This is an optimization exercise on Yosys and OpenROAD, whose aim is small area, not a production implementation.
In this exercise RTL edits were held to simulation tests only and were not proved equivalent to the original.
Power and IR drop assume default switching activity.

===== design/flow/constraint.sdc =====
create_clock -name core_clock -period 10.0 [get_ports {clock}]
set_input_delay 2.0000 -clock core_clock [delete_from_list [all_inputs] [get_ports {clock}]]
set_output_delay 2.0000 -clock core_clock [all_outputs]
set_load 0.01 [all_outputs]

===== design/flow/design.v =====
module ChipInterface #(parameter FRE = 25000000, parameter DEBOUNCE = FRE / 100) (
    input logic clock,
    input logic confirm,
    input logic clear,
    input logic algorithm_select_mode,
    input reset,
    input logic enter0, enter1,
    output logic [5:0] led
  );
  logic confirm_sync, clear_sync, enter0_sync, enter1_sync, algorithm_select_mode_sync;
  logic enter0_valid_press, enter1_valid_press, clear_valid_press, confirm_valid_press, algorithm_select_mode_valid_press;
  logic [11:0] password_current, password_next;
  logic [11:0] password_ref;
  logic [5:0] OTP;
  logic change_current, change_next;
  logic [31:0] cnt_current, cnt_next;
  logic [1:0] wrong_password_time_current, wrong_password_time_next;
  logic algorithm_selet_current, algorithm_selet_next;
  logic [2:0] algorithm_mode_current, algorithm_mode_next;
  password_generator password_generator_inst(
    .clock(clock),
    .reset(reset),  
    .algorithm_select(algorithm_mode_current),
    .OTP(OTP), 
    .password(password_ref));
  FF2_Synchronizer confirm_sync_ (
    .clock(clock),
    .button(confirm),
    .sync_button(confirm_sync)
  );
  FF2_Synchronizer clear_sync_ (
    .clock(clock),
    .button(clear),
    .sync_button(clear_sync)
  );
  FF2_Synchronizer enter0_sync_ (
    .clock(clock),
    .button(enter0),
    .sync_button(enter0_sync)
  );
  FF2_Synchronizer enter1_sync_ (
    .clock(clock),
    .button(enter1),
    .sync_button(enter1_sync)
  );
  FF2_Synchronizer algorithm_select_mode_sync_ (
    .clock(clock),
    .button(algorithm_select_mode),
    .sync_button(algorithm_select_mode_sync)
  );
  button_handler #(.COUNT_MAX(DEBOUNCE)) confirm_valid(.clock(clock), .reset(reset), .btn(confirm_sync), .valid_press(confirm_valid_press));
  button_handler #(.COUNT_MAX(DEBOUNCE)) clear_valid(.clock(clock), .reset(reset), .btn(clear_sync), .valid_press(clear_valid_press));
  button_handler #(.COUNT_MAX(DEBOUNCE)) enter0_valid(.clock(clock), .reset(reset), .btn(enter0_sync), .valid_press(enter0_valid_press));
  button_handler #(.COUNT_MAX(DEBOUNCE)) enter1_valid(.clock(clock), .reset(reset), .btn(enter1_sync), .valid_press(enter1_valid_press));
  button_handler #(.COUNT_MAX(DEBOUNCE)) algorithm_select_mode_valid(.clock(clock), .reset(reset), .btn(algorithm_select_mode_sync), .valid_press(algorithm_select_mode_valid_press));
  OTP_generator inst_OTP_generator(.clock(clock), .reset(reset), .change(change_current), .OTP(OTP));
  typedef enum logic [2:0] {IDLE = 3'b000, 
                            TIMEOUT = 3'b001, 
                            INPUT = 3'b010, 
                            VERIFY = 3'b011, 
                            PASS = 3'b100, 
                            FAIL = 3'b101, 
                            LOCK = 3'b110,
                            ALGO_SELECT = 3'b111} state_t;
  state_t current_state, next_state;
  always_ff @(posedge clock or posedge reset) begin 
    if(reset) begin
      current_state <= IDLE;
      password_current <= 0;
      change_current <= 0;
      wrong_password_time_current <= 0;
      algorithm_selet_current <= 0;
      algorithm_mode_current <= 0;
      cnt_current <= 0;
    end
    else begin
      current_state <= next_state;
      password_current <= password_next;
      change_current <= change_next;
      wrong_password_time_current <= wrong_password_time_next;
      algorithm_selet_current <= algorithm_selet_next;
      algorithm_mode_current <= algorithm_mode_next;
      cnt_current <= cnt_next;
    end
  end
  always_comb begin
    case(current_state)
      IDLE: begin
        wrong_password_time_next = wrong_password_time_current;
        algorithm_mode_next = algorithm_mode_current;
        if(cnt_current == 60 * FRE -1) begin
          next_state = TIMEOUT;
          password_next = 0;
          change_next = 1;
          algorithm_selet_next = 0;
          cnt_next = 0;
        end
        else if(algorithm_select_mode_valid_press) begin
            algorithm_selet_next = 1;
            next_state = INPUT;
            change_next = 0;
            password_next = 0;
            cnt_next = 0;
        end
        else if(enter0_valid_press)begin
           cnt_next = 0;
           next_state = INPUT;
           password_next = {password_current[10:0],1'b0};
           change_next = 0;
           algorithm_selet_next = 0;
        end 
        else if(enter1_valid_press)begin
           cnt_next = 0;
           next_state = INPUT;
           password_next = {password_current[10:0],1'b1};
           change_next = 0;
           algorithm_selet_next = 0;
        end 
        else begin
          cnt_next = cnt_current + 1;
          next_state = IDLE;
          password_next = 0;
          change_next = 0;
          algorithm_selet_next = 0;
        end
      end
      TIMEOUT: begin
        next_state = IDLE;
        wrong_password_time_next = wrong_password_time_current;
        cnt_next = cnt_current + 1;
        password_next = 0;
        change_next = 0;
        algorithm_selet_next = 0;
        algorithm_mode_next = algorithm_mode_current;
      end
      INPUT:begin
        wrong_password_time_next = wrong_password_time_current;
        cnt_next = 0;
        change_next = 0;
        algorithm_selet_next = algorithm_selet_current;
        algorithm_mode_next = algorithm_mode_current;
        if(confirm_valid_press) begin
           next_state = VERIFY;
           password_next = password_current;
        end
        else if(clear_valid_press) begin
           next_state = INPUT;
           password_next = 0;
        end
        else if(enter0_valid_press) begin
           next_state = INPUT;
           password_next = {password_current[10:0],1'b0};
        end 
        else if(enter1_valid_press)begin
           next_state = INPUT;
           password_next = {password_current[10:0],1'b1};
        end
        else begin
          next_state = INPUT;
          password_next = password_current;
        end
      end
      VERIFY: begin
        cnt_next = 0;
        password_next = 0;
        change_next = 0;
        algorithm_selet_next = algorithm_selet_current;
        algorithm_mode_next = algorithm_mode_current;
        if(password_current == password_ref) begin
            next_state = PASS;
            wrong_password_time_next = wrong_password_time_current;
        end
        else begin
            next_state = FAIL;
            wrong_password_time_next = wrong_password_time_current + 1;
        end
      end
      PASS: begin
        wrong_password_time_next = wrong_password_time_current;
        password_next = 0;
        algorithm_selet_next = algorithm_selet_current;
        algorithm_mode_next = algorithm_mode_current;
        if(cnt_current == 6 * FRE) begin
          if(algorithm_selet_current == 1) begin
              next_state = ALGO_SELECT;
              change_next = 0;
          end
          else begin
              next_state = IDLE;
              change_next = 1;
          end
          cnt_next = 0;
        end 
        else begin
          cnt_next = cnt_current + 1;
          next_state = PASS;
          change_next = 0;
        end
      end
      ALGO_SELECT : begin
        password_next = 0;
        cnt_next = 0;
        algorithm_selet_next = 0;
        wrong_password_time_next = wrong_password_time_current;
        if(confirm_valid_press) begin
           next_state = IDLE;
           algorithm_mode_next = algorithm_mode_current;
           change_next = 1;
        end
        else if(clear_valid_press) begin
           next_state = ALGO_SELECT;
           algorithm_mode_next = 0;
           change_next = 0;
        end
        else if(enter0_valid_press) begin
           next_state = ALGO_SELECT;
           algorithm_mode_next = {algorithm_mode_current[1:0],1'b0};
           change_next = 0;
        end 
        else if(enter1_valid_press)begin
           next_state = ALGO_SELECT;
           algorithm_mode_next = {algorithm_mode_current[1:0],1'b1};
           change_next = 0;
        end
        else begin
           next_state = ALGO_SELECT;
           algorithm_mode_next = algorithm_mode_current;
           change_next = 0;
        end
      end
      FAIL: begin
        algorithm_mode_next = algorithm_mode_current;
        wrong_password_time_next = wrong_password_time_current;
        password_next = 0;
        algorithm_selet_next = 0;
        if(cnt_current == 6 * FRE) begin
          change_next = 1;
          cnt_next = 0;
          next_state = LOCK;
        end 
        else begin
          cnt_next = cnt_current + 1;
          next_state = FAIL;
          change_next = 0;
        end
      end
      LOCK: begin
         algorithm_mode_next = algorithm_mode_current;
         cnt_next = cnt_current + 1;
         wrong_password_time_next = wrong_password_time_current;
         password_next = 0;
         algorithm_selet_next = 0;
         if(wrong_password_time_current == 1) begin
            if(cnt_current == 15 * FRE) begin
              next_state = IDLE;
              change_next = 1;
              cnt_next = 0;
            end
            else begin
              next_state = LOCK;
              change_next = 0;
            end
         end
         else if (wrong_password_time_current == 2) begin
            if(cnt_current == 30 * FRE) begin
              next_state = IDLE;
              change_next = 1;
              cnt_next = 0;
            end
            else begin
               next_state = LOCK;
              change_next = 0;
            end 
         end
         else begin
            if(cnt_current == 60 * FRE) begin
                 next_state = IDLE;
                 change_next = 1;
                 cnt_next = 0;
            end
            else begin
              next_state = LOCK;
              change_next = 0;
            end
         end
      end
    endcase
  end
  always_ff @(posedge clock or posedge reset) begin
    if(reset) led <= 6'b0;
    else if(current_state == PASS) led <= 6'b111111;
    else if(current_state == ALGO_SELECT) begin
        led <= {4'b0, algorithm_mode_current};
    end
    else if(current_state == FAIL) begin
    if ((cnt_current >= FRE*1 && cnt_current < FRE*2) || 
        (cnt_current >= FRE*3 && cnt_current < FRE*4) || 
        (cnt_current >= FRE*5 && cnt_current < FRE*6))
        led <= 6'b0; 
    else
        led <= 6'b111111; 
    end
    else if(current_state == LOCK) led <= 6'b101010;
    else led <= OTP;
  end
endmodule
module password_generator(
    input logic clock,
    input logic reset,  
    input logic [2:0] algorithm_select,
    input logic [5:0] OTP,
    output logic [11:0] password
);
  always_ff @(posedge clock or posedge reset) begin
      if(reset) begin
          password <= 0;
      end
      else begin
        case(algorithm_select)
            3'd0: password <= OTP * 2 + 1;                    
            3'd1: password <= (OTP << 2) ^ 12'hA3; 
            3'd2: password <= (OTP * 3) + (OTP >> 1);         
            3'd3: password <= ~(OTP * 5) & 12'hFFF;           
            3'd4: password <= (OTP * OTP) % 4096;             
            3'd5: password <= ((OTP << 3) - OTP) ^ 12'h3C3;   
            3'd6: password <= {OTP[2:0], OTP[5:3]} + 12'h55A; 
            3'd7: password <= (OTP * 9) & 12'hFFF;            
        endcase
      end
  end
endmodule
module OTP_generator(
    input logic clock,
    input logic change,
    input reset,
    output logic [5:0] OTP 
);
    logic [5:0] lfsr;
    always_ff @(posedge clock or posedge reset) begin
        if (reset)
            lfsr <= 6'b101101;  
        else if (change)
            lfsr <= {lfsr[4:0], lfsr[5] ^ lfsr[3]};
    end
    assign OTP = lfsr;
endmodule
module button_handler (
    input  logic clock,        
    input  logic reset,
    input  logic btn,         
    output logic valid_press  
);
    parameter COUNT_MAX = 250_000;
    logic btn_pre;
    logic [$clog2(COUNT_MAX):0] count;
    logic armed;
    always_ff @(posedge clock or posedge reset) begin
        if (reset)
            btn_pre <= 0;
        else
            btn_pre <= btn;
    end
    always_ff @(posedge clock or posedge reset) begin
        if (reset) begin
            count <= 0;
            valid_press <= 0;
            armed <= 1;
        end else begin
            valid_press <= 0;  
            if (btn && btn_pre) begin  
                if (armed) begin
                    if (count < COUNT_MAX - 1) begin
                        count <= count + 1;
                    end else begin
                        valid_press <= 1;  
                        armed <= 0;        
                        count <= 0;
                    end
                end
            end else begin
                count <= 0;
                if (!btn) 
                    armed <= 1; 
            end
        end
    end
endmodule
module FF2_Synchronizer(
  input logic clock,
  input logic button,
  output logic sync_button
);
  logic [1:0] button_dff;
  always_ff @(posedge clock) begin
    button_dff[0] <= button;
    button_dff[1] <= button_dff[0];
  end
  assign sync_button = button_dff[1];
endmodule
`default_nettype none
module my_chip (
    input logic [11:0] io_in,  
    output logic [11:0] io_out,  
    input logic clock,
    input logic reset  
);
    ChipInterface #(.FRE(25000)) chipInterface_inst(
        .clock(clock),
        .confirm(io_in[0]),
        .clear(io_in[1]),
        .algorithm_select_mode(io_in[2]),
        .reset(reset),
        .enter0(io_in[3]), 
        .enter1(io_in[4]),
        .led(io_out[5:0])
    );
    assign io_out[11:6] = 6'b0;
endmodule

===== design/flow/run.sh =====
#!/bin/bash
# synth_recipe.tcl (not shown) runs the flow's synth.tcl, then flattens the netlist and writes it again
# the make line also repeats each setting of config.mk as NAME=value (left out here)
make -C /OpenROAD-flow-scripts/flow DESIGN_CONFIG=/design/flow/config.mk WORK_HOME=/design/flow/orfs CLKGATE_MAP_FILE= SYNTH_SCRIPT=/design/flow/synth_recipe.tcl finish

===== design/flow/config.mk =====
export PLATFORM = sky130hd
export DESIGN_NAME = my_chip
export DESIGN_NICKNAME = my_chip
export VERILOG_FILES = /design/flow/design.v
export SDC_FILE = /design/flow/constraint.sdc
export NUM_CORES = 4
export LEC_CHECK = 0
export CAP_MARGIN = 20
export CORE_MARGIN = 2
export CORE_UTILIZATION = 40
export SLEW_MARGIN = 20

==> metrics.md <==
| Metric | Value |
|---|---|
| Outcome | finished clean |
| Clock Tree Root | clkbuf_16 |
| Via/cell ratio | 5.45 |
| Initial Util | 0.405 |
| Worst Hold Path Cells | 0 |
| Die span in x | 157 microns |
| Worst-skew pair later-pin latency | between 0.4 and 0.5 ns |
| Hold Violations, Final | 0 |
| Routed Wire Length | 21100 microns |
| Worst-margin pin slew | 0.947 ns |
| Post-CTS Setup Bufs | 0 |
| Post-DP HPWL | 14700 microns |
| Final core utilization | 0.447 |
| Avg Cell Area, Syn | 9.06 sq um |
| Worst setup EP type | flip-flop |
| Main flop type after synthesis | dfrtp_1 |
| DR vias | 7412 |
| Area growth syn-to-layout | 10.4% |
| Total Routing Usage GR | 0.180 |
| Pin count of the biggest net entering global routing | 76 |
| Core area | around 23000 sq um |
| Syn Inst Count | 1040 |
| Switch Pwr | approximately 0.00028 W |
| Slew Limit Fails | 0 |
| Vias in the first global route | 7029 |
| Number of H-tree levels | 4 |
| WS Path Type | reg2reg |
| Fraction of layout cells with a size suffix above 1 | 0.0528 |
| Crit path buffers/inverters | 3 |
| Clk network pwr share | 0.527 |
| Fin nets | between 1000 and 1500 |
| Row count | 56 |
| Worst relative slew slack | 0.366 |
| Final setup vio count | 0 |
| Reg area | 3660 sq um |
| Multi-input gate area | 5320 sq um |
| Chip height | around 160 microns |
| Total DRC errors in the routed layout | 0 |
| Seq/Total Area, Yosys | 0.389 |
| Startpoint types | flip-flop |
| Internal power | 0.00106 W |
| R2r startpoint | chipInterface_inst.inst_OTP_generator.lfsr[0] |
| WL/cell | 15.5 microns |
| DRT Pass-1 Iters | 5 |
| # clock sinks | 148 |
| Clk buf depth | 2 |
| Crit path time final | around 4.5 ns |
| RD Place Congestion | around 0.85 |
| Max stage delay cell, worst path | dfstp_2 |
| Gr ovfl total | 0 |
| Maximum vdd drop | 0.111 mV |
| IO buf count | 12 |
| Hold Crit Endpoint | chipInterface_inst.confirm_sync_.button_dff[1] |
| Synth cell types | 75 |
| DIE AREA | 24800 sq um |
| Synth warn | 5 |
| Worst path max stage delay | 0.76 ns |
| First-pass GRT wire length | 35600 microns |
| Crit-path leading delay family | adder cells |
| Worst path cell trace | inv_1 > nor2_1 > fa_1 > inv_1 > fa_1 > inv_1 > fa_1 > ha_1 > a21o_1 > a21o_1 > a2111oi_0 > nor3_1 > mux2i_1 > o211ai_1 |
| Hold_buf cts | 0 |
| Hold Path Origin | chipInterface_inst.confirm_sync_.button_dff[0] |
| Final setup TNS | 0 ns |
| Initial antenna violation count | 0 |
| FFs w/ async S/R, synth | 0.932 |
| Fmax | 221 MHz |
| WP data required | 10.30 ns |
| PD cells | about 130 nW/um^2 |
| R2R Setup Slk | 5.48 ns |
| IO Count | 26 |
| Final period util | 0.452 |
| Switch share | 0.209 |
| Initial DRC count | 451 |
| Seq pwr share | 0.455 |
| Post-CTS sizing | 0 |
| Critical path fanouts, max | 14 |
| Pre-CTS setup slack | roughly 5.5 ns |
| Worst setup margin | between 5 and 6 ns |
| Logic pwr share | 0.019 |
| Max-cap viol count | 0 |
| Setup Skew | 0.0182 ns |
| CTS tree | done |
| Yosys reg bits | roughly 150 |
| Min-delay worst type | reg2reg |
| # fillers | 2324 |
| WHS | 0.328 ns |
| Worst Reg-to-Reg Cells | 14 |
| Syn Std Cell Area | roughly 9400 sq um |
| EDFF count, synth | 0 |
| CP arrival | 4.82 ns |
| Critical path depth | 14 |
| CTS Buf Count | 17 |
| Post-DRT Antenna Nets | 0 |
| RSZ-0062 raised after global routing | no |
| CTS clock-pin slew for the worst setup and hold paths | 0.06 ns |
| Leakage | about 4.8 nW |
| N_diodes | 0 |
## cells by family after synthesis
family / count (synthesis) / synth area share
xor+xnor: 69 / 0.0642
flops: 148 / 0.389
simple gates: 388 / 0.207
fa+ha+maj: 78 / 0.116
mux: 9 / 0.00957
compound gates: 241 / 0.166
other cells: 1 / 0.000398
buf+inv: 106 / 0.0480
## synth_stat cells, drive strengths merged (15+ instances only)
master | number | area [sq um]
xor2 | 32 | 280
nand3 | 32 | 160
dfrtp | 129 | 3230
a21oi | 46 | 234
fa | 15 | 300
nor2 | 106 | 398
nand2b | 17 | 106
xnor2 | 37 | 324
nor3 | 23 | 115
inv | 53 | 199
clkbuf | 38 | 143
and2 | 16 | 100
nand2 | 87 | 327
nor2b | 17 | 106
ha | 63 | 788
nand4 | 24 | 150
o21ai | 83 | 415
## state kept, by name (all words and copies together) (netlist names), 9 cells and up
register	flops
chipInterface_inst.cnt_current	32
chipInterface_inst.enter0_valid.count	9
chipInterface_inst.password_generator_inst.password	12
chipInterface_inst.clear_valid.count	9
chipInterface_inst.password_current	12
chipInterface_inst.enter1_valid.count	9
chipInterface_inst.confirm_valid.count	9
chipInterface_inst.algorithm_select_mode_valid.count	9
## metrics by stage
stage               area (sq um)  cells  power [W]
floorplan                   9440   1045   0.000637
global placement            9750   1329   0.000644
detailed placement          9750   1329   0.000644
CTS                        10400   1361    0.00135
global route               10400   1361    0.00138
finish                     10400   1361    0.00134
## routing by layer
layer	GRT usage	up-vias	part of all wire
met5	0	-	0
met4	0.0541	0	0.016
met3	0.0306	25	0.035
met2	0.289	125	0.47
met1	0.249	3603	0.48
li1	-	3659	-
## power by group through the flow
stage	registers, W	logic (W)	clock network [W]
3_3_place_gp	0.000618	0.0000259	0
4_1_cts	0.000607	0.0000262	0.000719
6_report	0.000608	0.0000249	0.000704
3_5_place_dp	0.000618	0.0000260	0
2_1_floorplan	0.000618	0.0000196	0
5_1_grt	0.000608	0.0000298	0.000743
## layout by cell type, fill, tap and decap left out, types with 5 or more instances in the layout
master,instances
nand4_1,24
and2_1,16
xnor2_1,37
or2_2,6
dfrtp_1,129
buf_4,5
nand3_1,32
nor2_1,106
a31oi_1,12
o31ai_1,6
dfxtp_1,10
bufinv_16,5
inv_1,51
clkbuf_16,17
a22o_1,13
or3_1,9
nand2b_1,17
o22ai_1,8
nand2_1,87
o21ai_0,83
a21o_1,13
mux2i_1,9
a21oi_1,45
o41ai_1,6
clkdlybuf4s50_1,12
a41oi_1,5
ha_1,63
xor2_1,32
and4_1,5
nor2b_1,17
nand4b_1,5
dfstp_2,9
conb_1,6
and3_1,9
fa_1,15
nor3_1,23
nor4_1,14
## worst max-delay path by stage
stage	from	end	slack (ns)
5_1_grt	chipInterface_inst.inst_OTP_generator.lfsr[0]	flip-flop	5.15
2_1_floorplan	reset	chipInterface_inst.algorithm_mode_current[0]	4.32
6_report	chipInterface_inst.inst_OTP_generator.lfsr[0]	flip-flop	5.48
3_5_place_dp	chipInterface_inst.inst_OTP_generator.lfsr[0]	flip-flop	5.47
3_3_place_gp	chipInterface_inst.inst_OTP_generator.lfsr[0]	flip-flop	5.47
4_1_cts	chipInterface_inst.inst_OTP_generator.lfsr[0]	flip-flop	5.46
## final cells by class
class | instances | area share
Multi-Input combinational cell | 791 | 0.512
Sequential cell | 148 | 0.353
Clock buffer | 21 | 0.0424
Tap cell | 319 | 0.0384
Inverter | 54 | 0.0200
Clock inverter | 11 | 0.0196
Timing Repair Buffer | 17 | 0.0152

## static timing again, ports no longer ideal
The flow's constraints put no driver on any port. The routed layout listed below was extracted and timed again, unchanged, in two steps.
Step 1: set_driving_cell puts a clkbuf_16 on clock and a buf_2 on each other input, an assumption about the parent block.
Step 2 times the ports against the registers' clock, not the clock port: input delays grow and output delays shrink by t, the midpoint of the rising clock arrivals with the driver on.
Three values: ideal, step 1, step 2; two values: the first two.
t, ns: 0.470
slack for setup (ns): 5.482 / 5.482 / 5.482
slew at the worst register clock pin (ns): 0.07 / 0.07
After both steps setup and hold are still met in this run. For this run, drivers alone change the setup slack by 0.000 ns; drivers and shift together by 0.000 ns.
